Background: an optimization exercise with open tools, aiming at small area and a short achievable clock period. Do not read the settings as production practice. The RTL was checked by simulation tests, not by an equivalence proof against the original design.

## flow/design.v (module list and top-level ports; edited modules follow where they fit)
// module intt4point: 1043 lines
module intt4point(
    input clk, rst,
    input [15:0] in0, in1, in2, in3,
    output [15:0] out0, out1, out2, out3
);
  // ...
==> flow/flow/run.sh <==
#!/bin/bash
# Standard ORFS layout, with one extra step between synthesis and floorplan:
# flow/fixinv.py removes inverters between full adders by flipping the
# polarity of self-dual full-adder cells (registers and ports untouched).
# Port buffers are plain sky130 buf_2 cells instead of the delay buffer that
# buffer_ports picks by default; every input and output still gets its buffer.
set -euo pipefail
export BUFFER_PORTS_ARGS="-buffer_cell sky130_fd_sc_hd__buf_2"
cd "$(dirname "$0")/.."
R=orfs/results/${FLOW_PLATFORM:-sky130hd}/intt4point/base
bash standard.sh synth > synth.log 2>&1
cp $R/1_2_yosys.v 1_2_yosys.orig.v
python3 flow/fixinv.py 1_2_yosys.orig.v $R/1_2_yosys.v > fixinv.log 2>&1
rm -f $R/1_synth.odb $R/1_synth.sdc
bash standard.sh > layout.log 2>&1
==> flow/flow/fixinv.py <==
#!/usr/bin/env python3
"""Remove inverters between full adders by flipping full-adder polarity.

A full adder is self-dual: FA(~a, ~b, ~c) = (~sum, ~cout). This pass
collapses inverter chains, chooses for every sky130 fa cell whether it
computes the true or the complemented function, and re-inserts only the
inverters the chosen polarities need. Registers, ports and all other cells
are left as they are. usage: fixinv.py IN.v OUT.v
"""
import re, sys
from collections import defaultdict

OUTPINS = {'X', 'Y', 'Q', 'Q_N', 'SUM', 'COUT', 'HI', 'LO'}
src = open(sys.argv[1]).read()
inst_re = re.compile(r'^  (sky130_fd_sc_hd__\w+) (\S+(?: )?) \(\n(.*?)\n  \);\n', re.S | re.M)
pin_re = re.compile(r'\.(\w+)\((.*?)\)(?:,)?$')

cells = []
first = None; last = None
for m in inst_re.finditer(src):
    if first is None: first = m.start()
    last = m.end()
    pins = []
    for line in m.group(3).split('\n'):
        pm = pin_re.match(line.strip())
        if not pm: raise SystemExit('cannot parse pin line: ' + line)
        pins.append([pm.group(1), pm.group(2)])
    cells.append({'type': m.group(1), 'name': m.group(2), 'pins': pins})
head = src[:first]; tail = src[last:]
if inst_re.sub('', src[first:last]).strip():
    raise SystemExit('unparsed text between instances')

ports = set()
for m in re.finditer(r'^\s*(input|output)\s+(?:\[(\d+):(\d+)\]\s+)?(\w+);', head, re.M):
    if m.group(2):
        for i in range(int(m.group(3)), int(m.group(2)) + 1): ports.add(f'{m.group(4)}[{i}]')
    else:
        ports.add(m.group(4))

def is_inv(c):
    return re.match(r'sky130_fd_sc_hd__(clk)?inv_\d+$', c['type']) is not None

driver = {}
for c in cells:
    for p, n in c['pins']:
        if p in OUTPINS: driver[n] = (c, p)

removable = []
for c in cells:
    if is_inv(c):
        pd = dict(c['pins'])
        if pd['Y'] not in ports and pd['A'] != 'clk':
            c['rm'] = True; removable.append(c)

def root(n):
    par = 0
    while n in driver and driver[n][0].get('rm'):
        n = dict(driver[n][0]['pins'])['A']; par ^= 1
    return n, par

fa = [c for c in cells if c['type'].startswith('sky130_fd_sc_hd__fa_')]
for c in fa:
    c['flip'] = 0
    c['can'] = all(n not in ports for p, n in c['pins'] if p in OUTPINS)

# loads: (cell, pin index, root, parity)
loads = defaultdict(list)
for c in cells:
    if c.get('rm'): continue
    for i, (p, n) in enumerate(c['pins']):
        if p in OUTPINS: continue
        r, par = root(n)
        loads[r].append((c, i, par))
# roots whose logical value is required at a port through a removed inverter chain cannot happen
# (inverters driving ports are kept).

ha_in = {}   # id(ha) -> {'A': (root, par), 'B': (root, par)}
for c in cells:
    if c.get('rm') or not c['type'].startswith('sky130_fd_sc_hd__ha_'): continue
    d = {}
    for p, n in c['pins']:
        if p in ('A', 'B'): d[p] = root(n)
    ha_in[id(c)] = d
partner = defaultdict(set)
for d in ha_in.values():
    partner[d['A'][0]].add(d['B'][0]); partner[d['B'][0]].add(d['A'][0])

def rootflip(r):
    d = driver.get(r)
    return d[0].get('flip', 0) if d else 0

def is_ha(c): return c['type'].startswith('sky130_fd_sc_hd__ha_')
def pinneed(c, i, par, r):
    """1 if this load pin needs the complement of root r's physical net."""
    n = par ^ rootflip(r) ^ c.get('flip', 0)
    if n and is_ha(c):
        pa = ha_in[id(c)]
        other = pa['B'] if c['pins'][i][0] == 'A' else pa['A']
        if other[1] ^ rootflip(other[0]):
            return 0     # both inputs complemented: becomes xor2 + nor2
    return n
def need(r):
    return any(pinneed(c, i, par, r) for c, i, par in loads[r])

fa_roots = defaultdict(set)   # fa cell -> roots it touches
for r, ls in loads.items():
    for c, i, par in ls:
        if c in fa: fa_roots[id(c)].add(r)
for c in fa:
    for p, n in c['pins']:
        if p in OUTPINS: fa_roots[id(c)].add(n)
for c in fa:
    extra_r = set()
    for r in fa_roots[id(c)]: extra_r |= partner.get(r, set())
    fa_roots[id(c)] |= extra_r

before = sum(1 for r in loads if need(r))
import random, math
rng = random.Random(1)
flippable = [c for c in fa if c['can']]
def total(): return sum(1 for r in loads if need(r))
def greedy():
    improved = True
    while improved:
        improved = False
        for c in flippable:
            rs = fa_roots[id(c)]
            old = sum(1 for r in rs if need(r))
            c['flip'] ^= 1
            new = sum(1 for r in rs if need(r))
            if new < old: improved = True
            else: c['flip'] ^= 1
greedy()
cur = total(); best = cur; bestf = [c['flip'] for c in flippable]
T = 2.0
steps = 400000 if flippable else 0
for it in range(steps):
    c = rng.choice(flippable)
    rs = fa_roots[id(c)]
    old = sum(1 for r in rs if need(r))
    c['flip'] ^= 1
    new = sum(1 for r in rs if need(r))
    dlt = new - old
    if dlt <= 0 or rng.random() < math.exp(-dlt / T):
        cur += dlt
        if cur < best:
            best = cur; bestf = [x['flip'] for x in flippable]
    else:
        c['flip'] ^= 1
    T = max(0.05, 2.0 * (1 - it / steps))
for c, f in zip(flippable, bestf): c['flip'] = f
greedy()
after = total()

newwires = []; newcells = []
invnet = {}
k = 0
nconv = 0
for c in cells:
    if c.get('rm') or not is_ha(c): continue
    d = ha_in[id(c)]
    if (d['A'][1] ^ rootflip(d['A'][0])) and (d['B'][1] ^ rootflip(d['B'][0])):
        c['conv'] = True; nconv += 1
for r, ls in loads.items():
    f = rootflip(r)
    for c, i, par in ls:
        if c.get('conv'):
            c['pins'][i][1] = r
            continue
        if par ^ f ^ c.get('flip', 0):
            if r not in invnet:
                k += 1
                nn = f'_fixinv_n{k}_'
                invnet[r] = nn; newwires.append(nn)
                newcells.append({'type': 'sky130_fd_sc_hd__inv_1', 'name': f'_fixinv_c{k}_',
                                 'pins': [['A', r], ['Y', nn]]})
            c['pins'][i][1] = invnet[r]
        else:
            c['pins'][i][1] = r

def emit(c):
    if c.get('conv'):
        d = dict(c['pins'])
        return (f'  sky130_fd_sc_hd__xor2_1 {c["name"]}_x (\n    .A({d["A"]}),\n    .B({d["B"]}),\n    .X({d["SUM"]})\n  );\n'
                f'  sky130_fd_sc_hd__nor2_1 {c["name"]}_n (\n    .A({d["A"]}),\n    .B({d["B"]}),\n    .Y({d["COUT"]})\n  );\n')
    body = ',\n'.join(f'    .{p}({n})' for p, n in c['pins'])
    return f'  {c["type"]} {c["name"]} (\n{body}\n  );\n'

out = head.rstrip('\n') + '\n' + ''.join(f'  wire {w};\n' for w in newwires)
out += ''.join(emit(c) for c in cells if not c.get('rm')) + ''.join(emit(c) for c in newcells) + tail
open(sys.argv[2], 'w').write(out)
print(f'fixinv: {len(removable)} inverters removed, {len(newcells)} added; '
      f'{sum(c["flip"] for c in fa)} of {len(fa)} full adders flipped; {nconv} half adders to xor2+nor2; roots needing inverter {before} -> {after}',
      file=sys.stderr)
==> flow/standard.sh <==
#!/bin/bash
# synth_recipe.tcl (not shown) runs the flow's synth.tcl, then flattens the netlist and writes it again
# the make line also repeats each setting of config.mk as NAME=value (left out here)
make -C /OpenROAD-flow-scripts/flow DESIGN_CONFIG=/design/flow/config.mk WORK_HOME=/design/flow/orfs CLKGATE_MAP_FILE= SYNTH_SCRIPT=/design/flow/synth_recipe.tcl "${@:-finish}"
==> flow/config.mk <==
export PLATFORM = sky130hd
export DESIGN_NAME = intt4point
export DESIGN_NICKNAME = intt4point
export VERILOG_FILES = /design/flow/design.v
export SDC_FILE = /design/flow/constraint.sdc
export NUM_CORES = 4
export LEC_CHECK = 0
export CAP_MARGIN = 20
export CORE_MARGIN = 2
export CORE_UTILIZATION = 60
export CTS_BUF_LIST = sky130_fd_sc_hd__clkbuf_8
export SLEW_MARGIN = 60
==> flow/constraint.sdc <==
create_clock -name core_clock -period 95.0 [get_ports {clk}]
set_input_delay 19.0000 -clock core_clock [delete_from_list [all_inputs] [get_ports {clk}]]
set_output_delay 19.0000 -clock core_clock [all_outputs]
set_load 0.01 [all_outputs]
==> impl_metrics.py, run 1 <==
metrics = {
    "finish": {
        "largest_reg_flops": 15,
        "drive_gt1_frac": 0.117,
        "multi_input_area_share": 0.782,
        "clock_area_frac": 0.0148,
        "multi_input_area_sq_mm": 0.0102,
        "seq_cell_count": 57,
    },
    "placed_design": {
        "preCtsSetupSlack_ns": 68.13,
        "numPortBuffers": 105,
    },
    "floorplan": {
        "io_pins": 130,
        "num_tap_cells": 265,
        "die_x_um": 146,
        "die_h_um": 146,
    },
    "hold_path": {
        "min_to": "ra[5]$_SDFF_PP0_",
        "worstHoldStart": "in2[5]",
    },
    "worst_setup_path": {
        "crit_path_start_kind": "register",
        "cp_max_fo": 7,
        "cp_top_family": "adder cells",
    },
    "cts": {
        "cts_setup_buffers": 0,
        "h-tree-depth": 3,
        "clk_pin_slew_ns": 0.06,
    },
    "run": {
        "cap_viol_max_count": 0,
    },
    "route": {
        "ant_nets": 0,
    },
    "synthesis": {
        "syn-mean-instance-area_sq_um": 10.8,
    },
    "run_status": {
        "status": "complete, no violations",
    },
    "sta": {
        "fin_crit_ns": 27.18,
        "rsz0062_at_grt": "no",
    },
    "grt": {
        "grtUsageTotal": 0.265,
    },
}
==> inputs of run 2 (changes only) <==
--- a/flow/flow/run.sh
+++ b/flow/flow/run.sh
@@ -3,8 +3,8 @@
 # flow/fixinv.py removes inverters between full adders by flipping the
 # polarity of self-dual full-adder cells (registers and ports untouched).
-# Port buffers are plain sky130 buf_2 cells instead of the delay buffer that
+# Port buffers are plain sky130 buf_1 cells instead of the delay buffer that
 # buffer_ports picks by default; every input and output still gets its buffer.
 set -euo pipefail
-export BUFFER_PORTS_ARGS="-buffer_cell sky130_fd_sc_hd__buf_2"
+export BUFFER_PORTS_ARGS="-buffer_cell sky130_fd_sc_hd__buf_1"
 cd "$(dirname "$0")/.."
 R=orfs/results/${FLOW_PLATFORM:-sky130hd}/intt4point/base
--- a/flow/config.mk
+++ b/flow/config.mk
@@ -8,5 +8,5 @@
 export CAP_MARGIN = 20
 export CORE_MARGIN = 2
-export CORE_UTILIZATION = 60
+export CORE_UTILIZATION = 75
 export CTS_BUF_LIST = sky130_fd_sc_hd__clkbuf_8
 export SLEW_MARGIN = 60
==> run 2 against run 1 <==
  * Utilization up 15 points
  * Via count up 4.5%
  * Synthesized area unchanged
  * Count of clock-buffer cells in the layout down 1
  * Worst hold slack worse by 0.022 ns
  * Die area down 19%
  * Sequential share of layout area up 0.10 points
  * Critical path depth unchanged
  * Final area down 1.2%
  * First-iteration DRC count up 56%
  * Critical path type unchanged
==> impl_metrics.py, run 2 <==
metrics = {
    "cts": {
        "h-tree-depth": 3,
        "cts.sinks": 57,
        "hold_buffers": 0,
        "cts_tree": "built",
        "post_cts_resized": 0,
        "cts_setup_buffers": 0,
        "cts_buffer_depth": 2,
        "clk_pin_slew_ns": 0.08,
        "cts-root-buf": "clkbuf_8",
        "numCtsBuffers": 9,
    },
    "grt": {
        "grtUsageTotal": 0.352,
        "grt_pass1_vias": 8718,
        "gr-total-overflow": 0,
        "grt_max_degree": 58,
        "antenna_found_initial": 0,
        "grt_pass1_wl_mm": 44.2,
    },
    "worst_setup_path": {
        "cp.required_ns": 76.00,
        "cp-end-kind": "output pin",
        "critical_path_class": "register to output pin",
        "arrival_ns": 8.26,
        "crit_path_start_kind": "register",
        "cp_max_fo": 7,
    },
    "floorplan": {
        "die_x_um": 131,
        "rows": 46,
        "core_area_sq_mm": 0.0158,
        "io_pins": 130,
        "start_util": 0.764,
        "die_h_um": 131,
        "die-area_sq_mm": 0.0172,
    },
    "synthesis": {
        "syn_inst": 1116,
        "syn-cell-area_sq_mm": 0.0121,
        "ys_warn_count": 1,
        "syn-mean-instance-area_sq_um": 10.8,
    },
    "placed_design": {
        "preCtsSetupSlack_ns": 68.11,
        "dpl.hpwl_mm": 24.4,
        "gp_congestion": 1.00,
        "numPortBuffers": 105,
    },
    "sta": {
        "rsz0062_at_grt": "no",
        "period_share": 0.287,
        "slew_headroom": 0.596,
        "tightestPinTransition_ns": 0.605,
        "hold_violations": 0,
        "fin_crit_ns": 27.26,
        "setup_ws_ns": 67.74,
        "setup_viol": 0,
        "maxSlewViolCount": 0,
        "fmax_ghz": 0.0367,
        "tns_ns": 0,
    },
    "route": {
        "dr.pass1.iters": 5,
        "routed_wirelength_mm": 28.0,
        "wire_per_inst_um": 19.4,
        "drt_iter0_markers": 546,
        "via_per_inst": 5.75,
        "ant_nets": 0,
        "vias": 8299,
        "drc": 0,
    },
    "finish": {
        "syn2layout_area_growth_pct": 6.89,
        "n_antenna_cell": 0,
        "mostFrequentLayoutCell": "fa_1",
        "largest_reg_flops": 15,
        "top_register": "rd",
        "fillers": 1005,
        "drive_gt1_frac": 0.0334,
        "nets": 1665,
        "final_cell_mix": "fa_1, inv_1, nor2_1",
    },
    "run": {
        "cap_viol_max_count": 0,
    },
    "hold_path": {
        "hold_path.class": "input pin to register",
    },
    "run_status": {
        "status": "complete, no violations",
    },
}
-- run 2: worst paths after layout --
check / depth (start not counted) / to / slack (ns) / from
setup / recovery: 25 / out3[7] / 67.74 / rb[2]$_SDFF_PP0_
hold / removal: 2 / rs[1]$_SDFF_PP0_ / 19.00 / rst
-- run 2: through the flow --
stage	instances	util	instance area [sq um]	hold slack, ns
6_report	1443	0.816	12900	19.00
5_1_grt	1443	0.816	12900	19.02
4_1_cts	1443	0.815	12900	19.06
3_5_place_dp	1427	0.801	12700	19.43
3_3_place_gp	1427	0.800	12700	19.43
2_1_floorplan	1127	-	12100	19.22
-- run 2: critical path, stage by stage, from the launching register on --
cell       delay [ns]
dfxtp_1          0.63
inv_1            0.33
fa_1             0.56
fa_1             0.44
fa_1             0.46
fa_1             0.52
fa_1             0.51
fa_1             0.48
fa_1             0.46
fa_1             0.44
inv_1            0.07
ha_1             0.20
nor2_1           0.12
inv_1            0.10
fa_1             0.22
and2b_1          0.22
o2111ai_2        0.33
a21oi_1          0.14
xnor2_1          0.20
a41o_1           0.31
o31ai_4          0.38
nand2_4          0.12
a21oi_2          0.14
mux2i_1          0.23
xor2_1           0.16
buf_1            0.16
-- run 2: cell type report --
type | instances | area, sq um | area share
well taps | 216 | 270 | 0.0209
clock buffers | 9 | 124 | 0.00959
clock inverters | 7 | 103 | 0.00794
inverters | 173 | 649 | 0.0503
flip-flops and latches | 57 | 1150 | 0.0888
multi-input cells | 876 | 10200 | 0.791
repair buffers | 105 | 402 | 0.0311
-- run 2: routing by layer --
| layer | global-route usage | vias up | share of wire |
|---|---|---|---|
| met5 | 0 | - | 0 |
| met4 | 0.126 | 0 | 0.041 |
| met3 | 0.0786 | 93 | 0.078 |
| met2 | 0.580 | 382 | 0.48 |
| met1 | 0.470 | 4132 | 0.40 |
| li1 | - | 3692 | - |
==> inputs of run 3 (changes only) <==
--- a/flow/flow/run.sh
+++ b/flow/flow/run.sh
@@ -2,5 +2,6 @@
 # Standard ORFS layout, with one extra step between synthesis and floorplan:
 # flow/fixinv.py removes inverters between full adders by flipping the
-# polarity of self-dual full-adder cells (registers and ports untouched).
+# polarity of self-dual full-adder cells (registers and ports untouched)
+# and gives the latest-arriving input of each full adder its fastest pin.
 # Port buffers are plain sky130 buf_1 cells instead of the delay buffer that
 # buffer_ports picks by default; every input and output still gets its buffer.
--- a/flow/flow/fixinv.py
+++ b/flow/flow/fixinv.py
@@ -179,4 +179,52 @@
             c['pins'][i][1] = r
 
+# Full-adder inputs are interchangeable: give the latest-arriving net the CIN
+# pin (the fastest one) and the earliest the A pin (the slowest), using a
+# rough unit-delay estimate of arrival times.
+def swap_fa_pins(allcells):
+    drv = {}
+    for c in allcells:
+        for p, n in c['pins']:
+            if p in OUTPINS: drv[n] = c
+    arr = {}
+    busy = set()
+    def cell_in(c):
+        return [n for p, n in c['pins'] if p not in OUTPINS and p != 'CLK']
+    def arrival(n):
+        if n in arr: return arr[n]
+        c = drv.get(n)
+        if c is None: arr[n] = 0.0; return 0.0
+        t = c['type']
+        if 'dfxtp' in t: arr[n] = 0.5; return 0.5
+        if id(c) in busy: return 0.0
+        busy.add(id(c))
+        ins = [arrival(x) for x in cell_in(c)]
+        busy.discard(id(c))
+        m = max(ins) if ins else 0.0
+        if '__fa_' in t:
+            pd = dict(c['pins']); pin = [p for p, x in c['pins'] if x == n][0]
+            ta, tb, tc = arrival(pd['A']), arrival(pd['B']), arrival(pd['CIN'])
+            if pin == 'COUT': d = max(ta + 0.40, tb + 0.37, tc + 0.34)
+            else: d = max(ta + 0.50, tb + 0.47, tc + 0.45)
+        elif '__ha_' in t: d = m + 0.25
+        elif 'inv' in t: d = m + 0.08
+        else: d = m + 0.2
+        arr[n] = d
+        return d
+    import sys
+    sys.setrecursionlimit(100000)
+    nsw = 0
+    order = sorted([c for c in allcells if '__fa_' in c['type']], key=lambda c: max(arrival(n) for p, n in c['pins'] if p in ('A','B','CIN')))
+    for c in order:
+        idx = {p: i for i, (p, n) in enumerate(c['pins'])}
+        ins = sorted([c['pins'][idx[p]][1] for p in ('A', 'B', 'CIN')], key=arrival)
+        old = [c['pins'][idx[p]][1] for p in ('A', 'B', 'CIN')]
+        if old != ins:
+            nsw += 1
+            for p, n in zip(('A', 'B', 'CIN'), ins): c['pins'][idx[p]][1] = n
+            for p, n in c['pins']:
+                if p in OUTPINS: arr.pop(n, None)
+    return nsw
+
 def emit(c):
     if c.get('conv'):
@@ -187,8 +235,9 @@
     return f'  {c["type"]} {c["name"]} (\n{body}\n  );\n'
 
+nswap = swap_fa_pins([c for c in cells if not c.get('rm')] + newcells)
 out = head.rstrip('\n') + '\n' + ''.join(f'  wire {w};\n' for w in newwires)
 out += ''.join(emit(c) for c in cells if not c.get('rm')) + ''.join(emit(c) for c in newcells) + tail
 open(sys.argv[2], 'w').write(out)
 print(f'fixinv: {len(removable)} inverters removed, {len(newcells)} added; '
-      f'{sum(c["flip"] for c in fa)} of {len(fa)} full adders flipped; {nconv} half adders to xor2+nor2; roots needing inverter {before} -> {after}',
+      f'{nswap} full adders with inputs reordered; {sum(c["flip"] for c in fa)} of {len(fa)} full adders flipped; {nconv} half adders to xor2+nor2; roots needing inverter {before} -> {after}',
       file=sys.stderr)
==> run 3 against run 2 <==
  * Worst hold slack improved by 0.073 ns
  * Count of clock-buffer cells in the layout unchanged
  * Synthesized cell count is the same
  * Critical path depth stayed put
  * Utilization shrank 0.10 points
  * Critical endpoint unchanged
==> impl_metrics.py, run 3 <==
metrics = {
    "run_status": {
        "status": "complete, no violations",
    },
    "cts": {
        "cts_setup_buffers": 0,
        "h-tree-depth": 3,
        "post_cts_resized": 0,
        "cts-root-buf": "clkbuf_8",
        "cts_tree": "built",
        "numCtsBuffers": 9,
        "hold_buffers": 0,
        "clk_pin_slew_ns": 0.06,
        "cts.sinks": 57,
        "cts_buffer_depth": 2,
    },
    "worst_setup_path": {
        "cp_slowest_stage_delay_ns": 0.65,
        "cp_max_fo": 7,
        "arrival_ns": 7.92,
        "cp.required_ns": 76.00,
        "cp_top_family": "adder cells",
        "critical_path_class": "register to output pin",
        "cp.buffers_inverters": 4,
        "slowest_stage": "dfxtp_1",
        "cp-end-kind": "output pin",
        "crit_path_start_kind": "register",
        "cpMostUsedCell": "fa_1",
    },
    "finish": {
        "largest_reg_flops": 15,
        "top_register": "rd",
        "drive_gt1_frac": 0.0342,
        "fillers": 1029,
        "final_cell_mix": "fa_1, inv_1, nor2_1",
        "syn2layout_area_growth_pct": 6.76,
        "nets": 1665,
        "final_cell_area_sq_mm": 0.0129,
        "n_antenna_cell": 0,
        "mostFrequentLayoutCell": "fa_1",
    },
    "route": {
        "top_layer_used": "met4",
        "dr.pass1.iters": 5,
        "wire_per_inst_um": 18.4,
        "ant_nets": 0,
        "met1_length_mm": 10.5,
        "routed_wirelength_mm": 26.5,
        "drc": 0,
        "dr_wl_met3_mm": 1.83,
        "vias": 8304,
        "drt_iter0_markers": 412,
        "dr_wl_met2_mm": 13.5,
        "via_per_inst": 5.75,
    },
    "placed_design": {
        "placed_cell_area_sq_mm": 0.0127,
        "numPortBuffers": 105,
        "gp_congestion": 0.967,
        "dpl.hpwl_mm": 23.3,
    },
    "floorplan": {
        "io_pins": 130,
        "die_h_um": 131,
        "core_area_sq_mm": 0.0158,
        "rows": 46,
        "die-area_sq_mm": 0.0172,
        "start_util": 0.764,
        "die_x_um": 131,
    },
    "sta": {
        "fin_crit_ns": 26.92,
        "period_share": 0.283,
        "fmax_ghz": 0.0372,
        "tns_ns": 0,
        "maxSlewViolCount": 0,
        "tightestPinTransition_ns": 0.560,
        "hold_violations": 0,
        "setup_viol": 0,
        "rsz0062_at_grt": "no",
        "slew_headroom": 0.626,
    },
    "synthesis": {
        "syn-cell-area_sq_mm": 0.0121,
        "syn-mean-instance-area_sq_um": 10.8,
        "syn_inst": 1116,
        "ys_warn_count": 1,
    },
    "grt": {
        "grt_max_degree": 58,
        "antenna_found_initial": 0,
        "grt_pass1_vias": 8898,
        "grtUsageTotal": 0.335,
        "grt_pass1_wl_mm": 42.7,
        "gr-total-overflow": 0,
    },
    "run": {
        "cap_viol_max_count": 0,
    },
    "hold_path": {
        "hold_path.class": "input pin to register",
    },
}
==> run 3: area by class of cell <==
class | instances | area [sq um] | area share
Multi-Input combinational cell | 876 | 10200 | 0.792
Sequential cell | 57 | 1150 | 0.0892
Inverter | 173 | 649 | 0.0503
Timing Repair Buffer | 105 | 404 | 0.0313
Tap cell | 216 | 270 | 0.0209
Clock buffer | 9 | 124 | 0.00960
Clock inverter | 7 | 86.3 | 0.00669
==> run 3: per-layer routing <==
metal  vias to the layer above  track usage
li1                       3684            -
met2                       320        0.572
met3                        67       0.0664
met5                         -            0
met4                         0       0.0964
met1                      4233        0.441
==> run 3: worst paths after layout <==
| check | from | endpoint | cells after the start | slack (ns) |
|---|---|---|---|---|
| max | rb[2]$_SDFF_PP0_ | out3[7] | 25 | 68.08 |
| min | in1[1] | rb[1]$_SDFF_PP0_ | 4 | 19.07 |
==> run 3: per-stage QoR <==
stage | hold slack [ns] | util | instances | setup slack (ns)
6_report | 19.07 | 0.815 | 1443 | 68.08
5_1_grt | 19.10 | 0.815 | 1443 | 67.66
4_1_cts | 19.06 | 0.815 | 1443 | 68.14
3_5_place_dp | 19.43 | 0.801 | 1427 | 68.51
3_3_place_gp | 19.43 | 0.800 | 1427 | 68.14
2_1_floorplan | 19.23 | - | 1127 | 69.30
==> inputs of run 4 (changes only) <==
--- a/flow/config.mk
+++ b/flow/config.mk
@@ -6,4 +6,5 @@
 export NUM_CORES = 4
 export LEC_CHECK = 0
+export ABC_AREA = 1
 export CAP_MARGIN = 20
 export CORE_MARGIN = 2
==> run 4 against run 3 <==
  * Still clean on timing, DRC and antenna
  * Routed wire length grew 13%
  * Worst hold slack gained 0.0035 ns
  * Critical endpoint is now out3[9]
==> impl_metrics.py, run 4 <==
metrics = {
    "run_status": {
        "status": "complete, no violations",
    },
    "worst_setup_path": {
        "critical_path_class": "register to output pin",
        "cpMostUsedCell": "fa_1",
        "arrival_ns": 8.00,
        "cp_max_fo": 24,
        "cp.required_ns": 76.00,
        "cp_slowest_stage_delay_ns": 0.65,
        "cp-end-kind": "output pin",
        "slowest_stage": "dfxtp_1",
        "crit_path_start_kind": "register",
    },
    "route": {
        "drt_iter0_markers": 577,
        "vias": 9406,
        "routed_wirelength_mm": 30.0,
        "dr.pass1.iters": 5,
        "via_per_inst": 5.63,
        "wire_per_inst_um": 17.9,
        "drc": 0,
        "ant_nets": 0,
    },
    "synthesis": {
        "syn-mean-instance-area_sq_um": 9.29,
        "ys_warn_count": 1,
        "syn_inst": 1345,
        "syn-cell-area_sq_mm": 0.0125,
    },
    "sta": {
        "maxSlewViolCount": 0,
        "tns_ns": 0,
        "setup_viol": 0,
        "fin_crit_ns": 27.00,
        "whs_ns": 19.07,
        "rsz0062_at_grt": "no",
        "slew_headroom": 0.642,
        "hold_violations": 0,
        "period_share": 0.284,
        "fmax_ghz": 0.0370,
        "tightestPinTransition_ns": 0.537,
    },
    "cts": {
        "post_cts_resized": 0,
        "cts.sinks": 57,
        "h-tree-depth": 3,
        "cts_buffer_depth": 2,
        "cts_setup_buffers": 0,
        "hold_buffers": 0,
        "cts-root-buf": "clkbuf_8",
        "cts_tree": "built",
        "clk_pin_slew_ns": 0.07,
        "numCtsBuffers": 9,
    },
    "grt": {
        "grt_pass1_wl_mm": 50.0,
        "antenna_found_initial": 0,
        "grt_max_degree": 42,
        "grt_pass1_vias": 10100,
        "gr-total-overflow": 0,
        "grtUsageTotal": 0.370,
    },
    "finish": {
        "mostFrequentLayoutCell": "fa_1",
        "multi_input_area_sq_mm": 0.0103,
        "n_antenna_cell": 0,
        "largest_reg_flops": 15,
        "final_cell_mix": "fa_1, inv_1, nand2_1",
        "drive_gt1_frac": 0.0344,
        "nets": 1891,
        "syn2layout_area_growth_pct": 6.76,
        "regArea_sq_mm": 0.00115,
        "fin_cells": 1672,
        "top_register": "rd",
        "fillers": 1059,
        "final_cell_area_sq_mm": 0.0133,
    },
    "placed_design": {
        "numPortBuffers": 105,
        "dp_cells": 1656,
        "dpl.hpwl_mm": 26.0,
        "gp_congestion": 0.968,
        "placed_cell_area_sq_mm": 0.0130,
    },
    "floorplan": {
        "die_h_um": 133,
        "die_x_um": 133,
        "io_pins": 130,
        "die-area_sq_mm": 0.0177,
        "rows": 47,
        "start_util": 0.762,
        "core_area_sq_mm": 0.0164,
    },
    "run": {
        "cap_viol_max_count": 0,
    },
    "hold_path": {
        "hold_path.class": "input pin to register",
    },
}
[run 4: critical path: cells and delay by family (launching register included)]
kind                     cells  cell delay (ns)
AO/OA/AOI/OAI                1             0.25
AND/OR/NAND/NOR             12             1.35
flip-flops                   1             0.65
adder cells (fa/ha/maj)     11             4.33
XOR/XNOR                     1             0.34
buffers and inverters        5             0.73
[run 4: metal layers]
layer | vias up | wire [um] | part of all wire | track usage
li1 | 4246 | - | - | -
met1 | 4639 | 11200 | 0.37 | 0.471
met2 | 425 | 15300 | 0.51 | 0.639
met3 | 96 | 2180 | 0.073 | 0.0632
met4 | 0 | 1300 | 0.043 | 0.142
met5 | - | 0 | 0 | 0
[run 4: layout make-up]
| type | instances | share of cell area |
|---|---|---|
| Sequential cell | 57 | 0.0865 |
| Clock buffer | 11 | 0.0113 |
| Multi-Input combinational cell | 1013 | 0.769 |
| Tap cell | 220 | 0.0206 |
| Inverter | 261 | 0.0734 |
| Clock inverter | 5 | 0.00938 |
| Timing Repair Buffer | 105 | 0.0298 |
[run 4: stage by stage]
| step | setup slack (ns) | util |
|---|---|---|
| after floorplan | 69.46 | - |
| after global placement | 68.63 | 0.795 |
| after detailed placement | 68.39 | 0.795 |
| after CTS | 67.99 | 0.812 |
| after global routing | 67.54 | 0.813 |
| final | 68.00 | 0.813 |
[run 4: path summary, 6_finish.rpt]
check | depth (start not counted) | from | end
max | 30 | rb[3]$_SDFF_PP0_ | out3[9]
min | 3 | in2[10] | ra[10]$_SDFF_PP0_
==> inputs of run 5 (changes only) <==
--- a/flow/flow/fixinv.py
+++ b/flow/flow/fixinv.py
@@ -91,7 +91,12 @@
 
 def is_ha(c): return c['type'].startswith('sky130_fd_sc_hd__ha_')
+XTOG = {'sky130_fd_sc_hd__xor2_1': 'sky130_fd_sc_hd__xnor2_1', 'sky130_fd_sc_hd__xnor2_1': 'sky130_fd_sc_hd__xor2_1',
+        'sky130_fd_sc_hd__xor2_2': 'sky130_fd_sc_hd__xnor2_2', 'sky130_fd_sc_hd__xnor2_2': 'sky130_fd_sc_hd__xor2_2'}
+def is_x(c): return c['type'] in XTOG
 def pinneed(c, i, par, r):
     """1 if this load pin needs the complement of root r's physical net."""
     n = par ^ rootflip(r) ^ c.get('flip', 0)
+    if n and is_x(c):
+        return 0         # an xor/xnor input of the other polarity: swap xor2 <-> xnor2
     if n and is_ha(c):
         pa = ha_in[id(c)]
@@ -166,4 +171,9 @@
     for c, i, par in ls:
         if c.get('conv'):
+            c['pins'][i][1] = r
+            continue
+        if is_x(c):
+            if par ^ f ^ c.get('flip', 0):
+                c['xtog'] = c.get('xtog', 0) ^ 1
             c['pins'][i][1] = r
             continue
@@ -228,4 +238,7 @@
 
 def emit(c):
+    if c.get('xtog'):
+        c = dict(c); c['type'] = XTOG[c['type']]
+        c['pins'] = [[{'X': 'Y', 'Y': 'X'}.get(p, p), n] for p, n in c['pins']]
     if c.get('conv'):
         d = dict(c['pins'])
--- a/flow/config.mk
+++ b/flow/config.mk
@@ -6,5 +6,4 @@
 export NUM_CORES = 4
 export LEC_CHECK = 0
-export ABC_AREA = 1
 export CAP_MARGIN = 20
 export CORE_MARGIN = 2
==> run 5 against run 4 <==
  * Largest cell class unchanged
  * Synthesized area down 3.5%
  * Critical path type unchanged
  * Synthesized cell count is 17% lower
  * Utilization rose by 0.15 points
  * Die area shrank 3.4%
==> impl_metrics.py, run 5 <==
metrics = {
    "run_status": {
        "status": "complete, no violations",
    },
    "route": {
        "top_layer_used": "met4",
        "drc": 0,
        "ant_nets": 0,
        "drt_iter0_markers": 480,
        "dr.pass1.iters": 5,
        "vias": 8290,
        "via_per_inst": 5.77,
        "dr_wl_met2_mm": 13.9,
        "wire_per_inst_um": 18.6,
        "routed_wirelength_mm": 26.7,
        "met1_length_mm": 10.4,
        "dr_wl_met3_mm": 1.81,
    },
    "cts": {
        "clk_pin_slew_ns": 0.06,
        "h-tree-depth": 3,
        "numCtsBuffers": 9,
        "cts-root-buf": "clkbuf_8",
        "cts.sinks": 57,
        "cts_setup_buffers": 0,
        "hold_buffers": 0,
        "cts_tree": "built",
        "cts_buffer_depth": 2,
        "post_cts_resized": 0,
    },
    "worst_setup_path": {
        "critical_path_class": "register to output pin",
        "cp.required_ns": 76.00,
        "cp-end-kind": "output pin",
        "arrival_ns": 7.85,
        "cp_max_fo": 7,
        "crit_path_start_kind": "register",
    },
    "floorplan": {
        "start_util": 0.762,
        "core_area_sq_mm": 0.0158,
        "die_h_um": 131,
        "io_pins": 130,
        "die-area_sq_mm": 0.0171,
        "die_x_um": 131,
        "rows": 46,
    },
    "run": {
        "cap_viol_max_count": 0,
    },
    "sta": {
        "maxSlewViolCount": 0,
        "period_share": 0.283,
        "fmax_ghz": 0.0372,
        "rsz0062_at_grt": "no",
        "fin_crit_ns": 26.85,
        "tightestPinTransition_ns": 0.586,
        "hold_violations": 0,
        "setup_viol": 0,
        "slew_headroom": 0.609,
        "tns_ns": 0,
    },
    "placed_design": {
        "dpl.hpwl_mm": 23.4,
        "numPortBuffers": 105,
        "gp_congestion": 0.968,
    },
    "grt": {
        "grt_pass1_wl_mm": 42.7,
        "antenna_found_initial": 0,
        "grtUsageTotal": 0.335,
        "grt_pass1_vias": 8761,
        "gr-total-overflow": 0,
        "grt_max_degree": 58,
    },
    "finish": {
        "top_register": "rd",
        "nets": 1657,
        "mostFrequentLayoutCell": "fa_1",
        "n_antenna_cell": 0,
        "final_cell_mix": "fa_1, inv_1, nor2_1",
        "utilization": 0.815,
        "drive_gt1_frac": 0.0352,
        "syn2layout_area_growth_pct": 6.91,
        "largest_reg_flops": 15,
    },
    "hold_path": {
        "hold_path.class": "input pin to register",
        "whs_path_depth": 4,
        "min_to": "ra[1]$_SDFF_PP0_",
        "worstHoldStart": "in0[1]",
    },
    "synthesis": {
        "syn_inst": 1110,
        "syn-mean-instance-area_sq_um": 10.9,
        "ys_warn_count": 1,
        "syn-cell-area_sq_mm": 0.0121,
    },
}
[run 5: metal layers]
metal,track usage,vias to the layer above
met1,0.426,4246
met3,0.0745,64
met5,0,-
li1,-,3679
met2,0.586,301
met4,0.0951,0
[run 5: layout make-up]
cell class | count | area, sq um
Multi-Input combinational cell | 878 | 10200
Fill cell | 981 | 2940
Sequential cell | 57 | 1150
Inverter | 165 | 619
Timing Repair Buffer | 105 | 404
Tap cell | 216 | 270
Clock buffer | 10 | 138
Clock inverter | 6 | 82.6
[run 5: per-stage QoR]
stage | hold WS (ns) | setup slack (ns) | instance area (sq um) | instances
after detailed placement | 19.43 | 68.50 | 12700 | 1421
after global placement | 19.43 | 68.20 | 12600 | 1421
final | 19.07 | 68.15 | 12900 | 1437
after CTS | 19.07 | 68.11 | 12900 | 1437
after floorplan | 19.23 | 69.39 | 12100 | 1121
after global routing | 19.11 | 67.69 | 12900 | 1437
[run 5: how the worst max path moves through the flow]
| stage | startpoint | endpoint | slack (ns) |
|---|---|---|---|
| global placement | ra[1]$_SDFF_PP0_ | out1[5] | 68.20 |
| global route | ra[2]$_SDFF_PP0_ | out1[5] | 67.69 |
| floorplan | rb[1]$_SDFF_PP0_ | out3[7] | 69.39 |
| CTS | ra[3]$_SDFF_PP0_ | out1[5] | 68.11 |
| finish | rb[2]$_SDFF_PP0_ | out3[7] | 68.15 |
| detailed placement | ra[3]$_SDFF_PP0_ | out1[5] | 68.50 |
[run 5: critical path, cell delays in order, from the launching register on]
cell and delay (ns):
dfxtp_1 0.69, inv_1 0.32, fa_1 0.55, fa_1 0.39
fa_1 0.41, fa_1 0.46, fa_1 0.44, fa_1 0.40
fa_1 0.39, fa_1 0.37, inv_1 0.08, ha_1 0.23
nor2_1 0.13, inv_1 0.08, fa_1 0.20, and2b_1 0.22
o2111ai_2 0.32, a21oi_1 0.14, xnor2_1 0.20, a41o_1 0.31
o31ai_4 0.40, nand2_4 0.11, a21oi_2 0.14, mux2i_1 0.22
xnor2_1 0.13, buf_1 0.17

[afterwards: timing with drivers on the ports]
In the flow no input, the clock included, has a driving cell. The finished layouts below were timed again as built, in two steps.
Step 1, drivers: a clkbuf_16 drives clk and a buf_2 each remaining input, both assumed.
Step 2 moves the port delays by t, midway between the first and last clock arrival at a register: inputs arrive t later, outputs are due t later. That takes back most of the time a late clock gives input paths.
Slacks: ideal / step 1 / step 2; pairs: ideal / step 1.
run | shift t [ns] | setup WS [ns] | slew at the worst register clock pin (ns) | worst data-port slew with drivers (ns)
run 1 | 0.361 | 67.819 / 67.787 / 68.149 | 0.07 / 0.07 | 0.04
run 2 | 0.373 | 67.735 / 67.704 / 68.077 | 0.08 / 0.08 | 0.04
run 3 | 0.371 | 68.085 / 68.055 / 68.426 | 0.08 / 0.08 | 0.04
run 4 | 0.374 | 68.001 / 67.972 / 68.347 | 0.07 / 0.07 | 0.04
run 5 | 0.371 | 68.153 / 68.116 / 68.487 | 0.07 / 0.07 | 0.04
After both steps setup and hold are still met in every run listed.
